Context: an optimization exercise on an open-source flow, tuned for small area. The choices shown serve that exercise and are no tape-out recipe. The RTL was checked by simulation tests, not by an equivalence proof against the original design. Power figures rest on the tool's default switching activity, not on a simulated workload.

==> flow/design.v (excerpt) <==
module slink_ll (
  input  wire         clk,
  input  wire         reset,
  input  wire         enable,
  input  wire [7:0]   swi_short_packet_max,
  input  wire [1:0]   delimeter,
  input  wire [2:0]   tx_active_lanes,
  input  wire [2:0]   rx_active_lanes,
  input  wire         swi_allow_ecc_corrected,
  input  wire         swi_ecc_corrected_causes_reset,
  input  wire         swi_ecc_corrupted_causes_reset,
  input  wire         swi_crc_corrupted_causes_reset,
  input  wire         tx_sop,
  input  wire [7:0]   tx_data_id,
  input  wire [15:0]  tx_word_count,
  input  wire [31:0]  tx_app_data,
  output wire         tx_advance,
  input  wire         tx_sds_sent,
  input  wire         tx_ll_valid,
  output wire [31:0]  tx_link_data,
  output wire         tx_link_idle,
  input  wire         rx_sds_received,
  input  wire         rx_ll_valid,
  input  wire [31:0]  rx_link_data,
  input  wire         external_link_reset_condition,
  output wire         rx_sop,
  output wire [7:0]   rx_data_id,
  output wire [15:0]  rx_word_count,
  output wire [31:0]  rx_app_data,
  output wire         rx_valid,
  output wire         rx_ecc_corrected,
  output wire         rx_ecc_corrupted,
  output wire         rx_crc_corrupted,
  output wire         link_reset_condition
);
Size: ~15000 um2 of cells after synthesis.
Settings: LEC_CHECK=0, CAP_MARGIN=20, CORE_MARGIN=2, CORE_UTILIZATION=50, GPL_TIMING_DRIVEN=0, SLEW_MARGIN=20; clock period 12.0 ns.
standard.sh (not shown) runs the stock make flow with config.mk's settings and CLKGATE_MAP_FILE= SYNTH_SCRIPT=/design/flow/synth_recipe.tcl, a recipe that flattens the netlist after the stock synthesis.
==> flow/flow/run.sh <==
#!/bin/bash
# Standard layout, except: the combinational logic of the standard synthesis
# is re-mapped for area (registers untouched), the port buffers are buf_1,
# and the clock tree uses clkbuf_8 without dummy loads.
set -euo pipefail
W=$(pwd)
R=$W/orfs/results/$FLOW_PLATFORM/slink_ll/base
YOSYS=$FLOW_HOME/../tools/install/yosys/bin/yosys
bash standard.sh synth > log_1_standard_synth.txt 2>&1
cp $R/1_2_yosys.v $W/std_1_2_yosys.v
RS_LIB=$FLOW_HOME/platforms/$FLOW_PLATFORM/lib/sky130_fd_sc_hd__tt_025C_1v80.lib \
RS_IN=$W/std_1_2_yosys.v RS_OUT=$W/resynth.v RS_ABC=$W/flow/area.abc \
RS_STAT_IN=$W/stat_std.txt RS_STAT_OUT=$W/stat_resynth.txt \
  $YOSYS -c $W/flow/resynth.tcl > log_2_resynth.txt 2>&1
cp $W/resynth.v $R/1_2_yosys.v
bash standard.sh "BUFFER_PORTS_ARGS=-buffer_cell sky130_fd_sc_hd__buf_1" \
  "CTS_ARGS=-sink_clustering_enable -repair_clock_nets -buf_list sky130_fd_sc_hd__clkbuf_8 -sink_clustering_size 16 -dont_use_dummy_load" \
  finish > log_3_standard_finish.txt 2>&1
==> flow/flow/area.abc <==
strash
 &get -n
 &deepsyn -T 60
 &put
 &get -n
 &dch -f
 &nf -p -R 1000 -F 8 -A 4 -C 32
 &put
==> flow/flow/resynth.tcl <==
# Re-map the combinational logic of the standard synthesis netlist for area.
# Every flip-flop instance is kept as it is (same name, same cell type); only
# the gates between them are re-optimized and re-mapped.
yosys -import
set lib     $::env(RS_LIB)
set in_v    $::env(RS_IN)
set out_v   $::env(RS_OUT)
set script  $::env(RS_ABC)

read_verilog $in_v
read_liberty -ignore_miss_func $lib
hierarchy -top slink_ll
# registers (and anything sequential) stay as black-box instances
blackbox sky130_fd_sc_hd__df* sky130_fd_sc_hd__edf* sky130_fd_sc_hd__sdf* sky130_fd_sc_hd__dl*
flatten
# the gates are inlined now: every library cell becomes a black box again
blackbox sky130_fd_sc_hd__*
opt_clean -purge
tee -o $::env(RS_STAT_IN) stat -liberty $lib
abc -liberty $lib -dont_use sky130_fd_sc_hd__lpflow_* -dont_use sky130_fd_sc_hd__probe* -script $script
setundef -zero
splitnets
opt_clean -purge
hilomap -singleton -hicell sky130_fd_sc_hd__conb_1 HI -locell sky130_fd_sc_hd__conb_1 LO
insbuf -buf sky130_fd_sc_hd__buf_4 A X
opt_clean -purge
tee -o $::env(RS_STAT_OUT) stat -liberty $lib
write_verilog -noattr -nohex -nodec $out_v
# the written netlist must read back cleanly against the library
design -reset
read_liberty -lib $lib
read_verilog $out_v
hierarchy -check -top slink_ll
check -assert -mapped
Change:
==> flow/flow/run.sh (replaced) <==
#!/bin/bash
# Standard layout, except: the combinational logic of the standard synthesis
# is re-mapped for area (registers untouched; the smallest of four ABC runs
# with different seeds is kept), the port buffers are buf_1, and the clock
# tree uses clkbuf_8 without dummy loads.
set -euo pipefail
W=$(pwd)
R=$W/orfs/results/$FLOW_PLATFORM/slink_ll/base
YOSYS=$FLOW_HOME/../tools/install/yosys/bin/yosys
LIB=$FLOW_HOME/platforms/$FLOW_PLATFORM/lib/sky130_fd_sc_hd__tt_025C_1v80.lib
bash standard.sh synth > log_1_standard_synth.txt 2>&1
cp $R/1_2_yosys.v $W/std_1_2_yosys.v
for S in 0 1 2 3; do
  sed "s/-S 0/-S $S/" $W/flow/area.abc > $W/area_S$S.abc
  ( RS_LIB=$LIB RS_IN=$W/std_1_2_yosys.v RS_OUT=$W/resynth_S$S.v RS_ABC=$W/area_S$S.abc \
    RS_STAT_IN=$W/stat_std_S$S.txt RS_STAT_OUT=$W/stat_resynth_S$S.txt \
    $YOSYS -c $W/flow/resynth.tcl > log_2_resynth_S$S.txt 2>&1 || rm -f $W/resynth_S$S.v ) &
done
wait
best=""; best_area=""
for S in 0 1 2 3; do
  [[ -s $W/resynth_S$S.v && -s $W/stat_resynth_S$S.txt ]] || continue
  a=$(awk '/Chip area/ {print $NF}' $W/stat_resynth_S$S.txt)
  if [[ -z "$best" ]] || awk -v a="$a" -v b="$best_area" 'BEGIN {exit !(a < b)}'; then
    best=$S; best_area=$a
  fi
done
echo "resynth seeds: kept S=$best (area $best_area)" > log_2_resynth_choice.txt
cp $W/resynth_S$best.v $R/1_2_yosys.v
bash standard.sh "BUFFER_PORTS_ARGS=-buffer_cell sky130_fd_sc_hd__buf_1" \
  "CTS_ARGS=-sink_clustering_enable -repair_clock_nets -buf_list sky130_fd_sc_hd__clkbuf_8 -sink_clustering_size 14 -dont_use_dummy_load" \
  finish > log_3_standard_finish.txt 2>&1
==> flow/flow/area.abc (replaced) <==
strash
 &get -n
 &deepsyn -T 120 -S 0
 &put
 &get -n
 &dch -f
 &nf -p -R 1000 -F 8 -A 4 -C 32
 &put
--- a/flow/config.mk
+++ b/flow/config.mk
@@ -8,5 +8,4 @@
 export CAP_MARGIN = 20
 export CORE_MARGIN = 2
-export CORE_UTILIZATION = 50
-export GPL_TIMING_DRIVEN = 0
+export CORE_UTILIZATION = 60
 export SLEW_MARGIN = 20
After rerunning: The changed run completed without violations; wire length came out lower by a few percent; sequential share of layout area came out higher by 0.95 points; non-clock buffer count came out lower by 45; hold slack gets worse by 0.0034 ns; sequential cell count does not change; count of clock-buffer cells in the layout does not change; combinational power is about the same; design area came out lower by a few percent; area after synthesis is unchanged.

========
== amber ==
slink_ll again, from the RTL that the note above started with.
clock: 12.0 ns
lec_check: 0
cap_margin: 20
core_margin: 2
core_utilization: 60
slew_margin: 20
==> flow/flow/run.sh <==
#!/bin/bash
# Standard layout, except: the combinational logic of the standard synthesis
# is re-mapped for area (registers untouched), the port buffers are buf_1,
# and the clock tree uses clkbuf_8 without dummy loads.
set -euo pipefail
W=$(pwd)
R=$W/orfs/results/$FLOW_PLATFORM/slink_ll/base
YOSYS=$FLOW_HOME/../tools/install/yosys/bin/yosys
bash standard.sh synth > log_1_standard_synth.txt 2>&1
cp $R/1_2_yosys.v $W/std_1_2_yosys.v
RS_LIB=$FLOW_HOME/platforms/$FLOW_PLATFORM/lib/sky130_fd_sc_hd__tt_025C_1v80.lib \
RS_IN=$W/std_1_2_yosys.v RS_OUT=$W/resynth.v RS_ABC=$W/flow/area.abc \
RS_STAT_IN=$W/stat_std.txt RS_STAT_OUT=$W/stat_resynth.txt \
  $YOSYS -c $W/flow/resynth.tcl > log_2_resynth.txt 2>&1
cp $W/resynth.v $R/1_2_yosys.v
bash standard.sh "BUFFER_PORTS_ARGS=-buffer_cell sky130_fd_sc_hd__buf_1" \
  "CTS_ARGS=-sink_clustering_enable -repair_clock_nets -buf_list sky130_fd_sc_hd__clkbuf_8 -sink_clustering_size 16 -dont_use_dummy_load" \
  finish > log_3_standard_finish.txt 2>&1
==> flow/flow/area.abc <==
strash
 &get -n
 &deepsyn -T 60
 &put
 &get -n
 &dch -f
 &nf -p -R 1000 -F 8 -A 4 -C 32
 &put
Scripts as last shown in full above: flow/flow/resynth.tcl
The following lists how yarrow was set up differently from amber:
# amber
export LEC_CHECK = 0
export CAP_MARGIN = 20
export CORE_MARGIN = 2
export CORE_UTILIZATION = 60
export SLEW_MARGIN = 20
create_clock -name core_clock -period 12.0 [get_ports {clk}]
# yarrow
export LEC_CHECK = 0
export CAP_MARGIN = 20
export CORE_MARGIN = 2
export CORE_UTILIZATION = 50
export SLEW_MARGIN = 20
create_clock -name core_clock -period 12.0 [get_ports {clk}]
==> comparison <==
Going from amber to yarrow, the post-layout instance count excluding filler cells was found to have gone up by about 3.2%. Met2 wire length (yarrow vs. amber) increases by a few percent. Re number of nets in the finished design: amber was lower than yarrow. On number of non-clock buffers: yarrow sits above amber.
> inputs changed (yarrow -> xenon)
# yarrow
export LEC_CHECK = 0
export CAP_MARGIN = 20
export CORE_MARGIN = 2
export CORE_UTILIZATION = 50
export SLEW_MARGIN = 20
create_clock -name core_clock -period 12.0 [get_ports {clk}]
# xenon
export LEC_CHECK = 0
export CAP_MARGIN = 20
export CORE_MARGIN = 2
export CORE_UTILIZATION = 60
export GPL_TIMING_DRIVEN = 0
export SLEW_MARGIN = 20
create_clock -name core_clock -period 12.0 [get_ports {clk}]
Findings:
xenon finished end to end and its layout was clean on timing, DRC and antenna. xenon: number of global-route vias before repair is 552 higher than what yarrow reported. xenon vs yarrow, start point of the critical path: rx_active_lanes[1] vs rx_active_lanes[0]. Clock transition time at the flip-flop clock pins of the worst setup and hold paths: yarrow vs xenon, no meaningful difference. Compared with yarrow, floorplan die height in xenon decreased by a little under 10%. Die area: xenon better than yarrow.
Here is what was changed in the inputs of willow compared with xenon.
# xenon
export LEC_CHECK = 0
export CAP_MARGIN = 20
export CORE_MARGIN = 2
export CORE_UTILIZATION = 60
export GPL_TIMING_DRIVEN = 0
export SLEW_MARGIN = 20
create_clock -name core_clock -period 12.0 [get_ports {clk}]
# willow
export LEC_CHECK = 0
export CAP_MARGIN = 20
export CORE_MARGIN = 2
export CORE_UTILIZATION = 50
export SLEW_MARGIN = 20
create_clock -name core_clock -period 12.0 [get_ports {clk}]
==> flow/flow/run.sh <==
#!/bin/bash
# Standard layout, except: the combinational logic of the standard synthesis
# is re-mapped for area (registers untouched; the smallest of four ABC runs
# with different seeds is kept), the port buffers are buf_1, and the clock
# tree uses clkbuf_8 without dummy loads.
set -euo pipefail
W=$(pwd)
R=$W/orfs/results/$FLOW_PLATFORM/slink_ll/base
YOSYS=$FLOW_HOME/../tools/install/yosys/bin/yosys
LIB=$FLOW_HOME/platforms/$FLOW_PLATFORM/lib/sky130_fd_sc_hd__tt_025C_1v80.lib
bash standard.sh synth > log_1_standard_synth.txt 2>&1
cp $R/1_2_yosys.v $W/std_1_2_yosys.v
for S in 0 1 2 3; do
  sed "s/-S 0/-S $S/" $W/flow/area.abc > $W/area_S$S.abc
  ( RS_LIB=$LIB RS_IN=$W/std_1_2_yosys.v RS_OUT=$W/resynth_S$S.v RS_ABC=$W/area_S$S.abc \
    RS_STAT_IN=$W/stat_std_S$S.txt RS_STAT_OUT=$W/stat_resynth_S$S.txt \
    $YOSYS -c $W/flow/resynth.tcl > log_2_resynth_S$S.txt 2>&1 || rm -f $W/resynth_S$S.v ) &
done
wait
best=""; best_area=""
for S in 0 1 2 3; do
  [[ -s $W/resynth_S$S.v && -s $W/stat_resynth_S$S.txt ]] || continue
  a=$(awk '/Chip area/ {print $NF}' $W/stat_resynth_S$S.txt)
  if [[ -z "$best" ]] || awk -v a="$a" -v b="$best_area" 'BEGIN {exit !(a < b)}'; then
    best=$S; best_area=$a
  fi
done
echo "resynth seeds: kept S=$best (area $best_area)" > log_2_resynth_choice.txt
cp $W/resynth_S$best.v $R/1_2_yosys.v
bash standard.sh "BUFFER_PORTS_ARGS=-buffer_cell sky130_fd_sc_hd__buf_1" \
  "CTS_ARGS=-sink_clustering_enable -repair_clock_nets -buf_list sky130_fd_sc_hd__clkbuf_8 -sink_clustering_size 16 -dont_use_dummy_load" \
  finish > log_3_standard_finish.txt 2>&1
--- a/flow/flow/area.abc
+++ b/flow/flow/area.abc
@@ -2,3 +2,3 @@
  &get -n
- &deepsyn -T 60
+ &deepsyn -T 120 -S 0
  &put
--- outcome ---
- In the reports for xenon and willow, the smaller met3 layer wire length in the routed design belongs to willow.
- For net switching share of the total power, willow and xenon come out practically identical.
- Global-route usage over all layers, xenon and willow: smaller value in willow
- Fmax | willow vs xenon | willow faster
- Taking xenon as the reference, in willow worst path setup slack after routing climbed 0.97 ns; cell area went down by 1.6%; area growth from synthesis to layout went down by 1.8 points.

==> separate check: timing with driven ports <==
No port has a modelled driver above. Below, the same layouts with a new extraction and two added sets of constraints.
Step 1, drivers: a clkbuf_16 drives clk and a buf_2 each remaining input, both assumed.
Step 2, shift: input delay + t, output delay - t, t = (earliest + latest rising clock arrival at the registers) / 2. This alone moves slack from input paths to output paths.
Slacks: ideal ports / drivers / drivers and shift; pairs: ideal ports / drivers.
run	t, ns	setup WS [ns]	slew at the worst register clock pin (ns)
the first run of note 1	0.530	2.040 / 2.058 / 1.528	0.12 / 0.12
the second run of note 1	0.524	2.376 / 2.347 / 2.347	0.12 / 0.12
amber	0.520	3.042 / 3.063 / 2.543	0.12 / 0.12
yarrow	0.528	2.901 / 2.867 / 2.867	0.10 / 0.10
xenon	0.506	2.019 / 1.996 / 1.996	0.12 / 0.12
willow	0.532	2.989 / 2.956 / 2.834	0.12 / 0.12
After both steps setup and hold are still met in every run listed. For the first run of note 1, which loses most, drivers alone change the setup slack by +0.018 ns; drivers and shift together by -0.512 ns.
